What follows belongs to an exercise in optimizing a design on an open flow for small area, a short achievable clock period and few clock cycles per item; a production flow would make more cautious choices.
At most, simulation tests tie the RTL to the original design; equivalence was not proved.
No activity file was given, so power comes from the tool's default toggle rates.

Design bmlp_top, start of the top module:
module bmlp_top(
  input  wire       clk,
  input  wire       rst,
  input  wire       start,
  output reg  [6:0] dmem_addr,
  input  wire [8:0] dmem_data,
  output reg        done,
  output reg        bin_class
);
Size: roughly 4200 cells after synthesis, about 710 flip-flops, ~21 I/O pins, ~40000 µm² of cells after synthesis.
make LEC_CHECK=0 ABC_CLOCK_PERIOD_IN_PS=3000 CAP_MARGIN=20 CORE_MARGIN=2 CORE_UTILIZATION=60 SETUP_SLACK_MARGIN=5 SLEW_MARGIN=20 SYNTH_MEMORY_MAX_BITS=8192 finish   # period 8.0 ns
run.sh (not shown) runs the stock make flow with config.mk's settings and CLKGATE_MAP_FILE= SYNTH_SCRIPT=/design/flow/synth_recipe.tcl, a recipe that flattens the netlist after the stock synthesis.
The baseline ran to the end with no violations.
Testbench counts at the start, summed over its fixed seeds: cycles 23,688, items 128.
Then changed:
--- a/flow/design.v
+++ b/flow/design.v
@@ -1,23 +1,25 @@
 `timescale 1ns / 1ps
 module bmlp_top(
   input  wire       clk,
   input  wire       rst,
   input  wire       start,
   output reg  [6:0] dmem_addr,
   input  wire [8:0] dmem_data,
   output reg        done,
   output reg        bin_class
 );
   reg        busy;
+  reg  [7:0] ka;
+  reg  [5:0] oa;
   reg  [7:0] k;           
   reg  [5:0] o;           
   reg  [8:0] d;           
   reg  [9:0] init0;       
   reg  [9:0] init1;
   reg  [59:0] b1;         
   always @(posedge clk) begin
     if (~rst) begin
       busy <= 1'b0; k <= 8'd0; done <= 1'b0; dmem_addr <= 7'd0;
     end else begin
       done <= 1'b0;
       if (~busy) begin
@@ -32,39 +34,41 @@
           if (dmem_addr[3:0] == 4'd15)
             dmem_addr <= {(dmem_addr[6:4] >= 3'd4) ? dmem_addr[6:4] - 3'd4 : dmem_addr[6:4] + 3'd3, 4'd0};
           else
             dmem_addr[3:0] <= dmem_addr[3:0] + 4'd1;
         end else
           dmem_addr <= 7'd0;
       end
     end
   end
   always @(posedge clk) begin
     o <= ~busy ? 6'd63 : (k == 8'd145) ? 6'd0 : (o == 6'd63) ? 6'd63 : o + 6'd1;
     d <= dmem_data;
+    ka <= (start & ~busy) ? 8'd0 : ka + 8'd1;       
+    oa <= (k == 8'd145) ? 6'd0 : oa + 6'd1;           
     init0[0] <= busy && (k == 8'd0);
     init0[1] <= busy && (k == 8'd16);
     init0[2] <= busy && (k == 8'd32);
     init0[3] <= busy && (k == 8'd48);
     init0[4] <= busy && (k == 8'd64);
     init0[5] <= busy && (k == 8'd80);
     init0[6] <= busy && (k == 8'd96);
     init0[7] <= busy && (k == 8'd112);
     init0[8] <= busy && (k == 8'd128);
     init0[9] <= busy && (k == 8'd144);
     init1 <= init0;
   end
   reg [26:0] wrom;
   always @(*) begin
-    case (k)
+    case (ka)
       8'd0: wrom = 27'h62;
       8'd1: wrom = 27'hf4;
       8'd2: wrom = 27'h92;
       8'd3: wrom = 27'h6b;
       8'd4: wrom = 27'hd8;
       8'd5: wrom = 27'h146;
       8'd6: wrom = 27'h1b4;
       8'd7: wrom = 27'h62;
       8'd8: wrom = 27'hb6;
       8'd9: wrom = 27'hbc;
       8'd10: wrom = 27'h9e;
       8'd11: wrom = 27'h1c1;
@@ -1169,25 +1173,25 @@
   wire sk27_P4_7 = sk27_P2_7 & sk27_P2_3;
   wire sk27_G8_8 = sk27_g0[8] | (sk27_p[8] & sk27_G4_7);
   wire sk27_P8_8 = sk27_p[8] & sk27_P4_7;
   wire [8:0] sk27_s = sk27_p ^ {sk27_G4_7, sk27_G4_6, sk27_G4_5, sk27_G4_4, sk27_G2_3, sk27_G2_2, sk27_G1_1, sk27_g0[0], 1'b0};
   always @(posedge clk) begin a26_0 <= sk27_s; cy26_0 <= sk27_G8_8; end
   reg [5:0] hi26;
   always @(posedge clk) hi26 <= (init1[5] ? 6'd38 : hi26) + {5'd0, cy26_0};
   always @(posedge clk) if (init1[8]) b1[57] <= ~hi26[5];
   reg  [23:0] b2;
   reg  [6:0]  b3;
   reg  [59:0] prom;
   always @(*) begin
-    case (o)
+    case (oa)
       6'd0: prom = 60'hfffffffffffffff;  
       6'd1: prom = 60'h5dcf29c2d813c1d;  
       6'd2: prom = 60'heebd4f815eafd7d;  
       6'd3: prom = 60'h1c62972546e5757;  
       6'd4: prom = 60'hcd484944d615bea;  
       6'd5: prom = 60'h7af58ff61fa9793;  
       6'd6: prom = 60'ha08b4725884e619;  
       6'd7: prom = 60'h580d716c96eb63c;  
       6'd8: prom = 60'h606be739b581773;  
       6'd9: prom = 60'h3d48b6b60d94122;  
       6'd10: prom = 60'haa9d7dee97bff15;  
       6'd11: prom = 60'hb330c38ad22b36c;  
What happened: Non-clock buffer count grows by 8. Area after synthesis is higher by 1.5%. Global-route usage went down by 2.9 points. Wire length falls by 8.3%. Count of clock-buffer cells in the layout goes up by 2. Sequential share of layout area went down by 0.12 points. Die area is higher by 1.5%. Final area increases by 2.2%. Power climbs by 15%. Clock power rises by about 2%. Setup slack gets worse by 0.0073 ns.
For the second run of this note, only the layout was checked, not whether the RTL still works.

==> re-timing with driven ports <==
The results above use ideal ports. As a check the final layouts listed here were re-extracted and re-timed, cells and wires unchanged. Step 1, drivers: a clkbuf_16 drives clk and a buf_2 each remaining input, both assumed. Step 2 moves the port delays by t, midway between the first and last clock arrival at a register: inputs arrive t later, outputs are due t later. That takes back most of the time a late clock gives input paths. a / b / c = no drivers / after step 1 / after step 2; a / b = the first two.
run | shift t [ns] | slack for setup (ns) | hold WS [ns] | worst setup path after step 2
the first run | 0.698 | 4.945 / 4.945 / 4.598 | 0.327 / 0.327 / 0.327 | input to register
the second run | 0.686 | 4.938 / 4.938 / 4.938 | 0.327 / 0.327 / 0.327 | register to register
After both steps setup and hold are still met in every run listed. The setup slack of the first run, which loses most, moves by 0.000 ns with the drivers and by -0.347 ns with both steps.
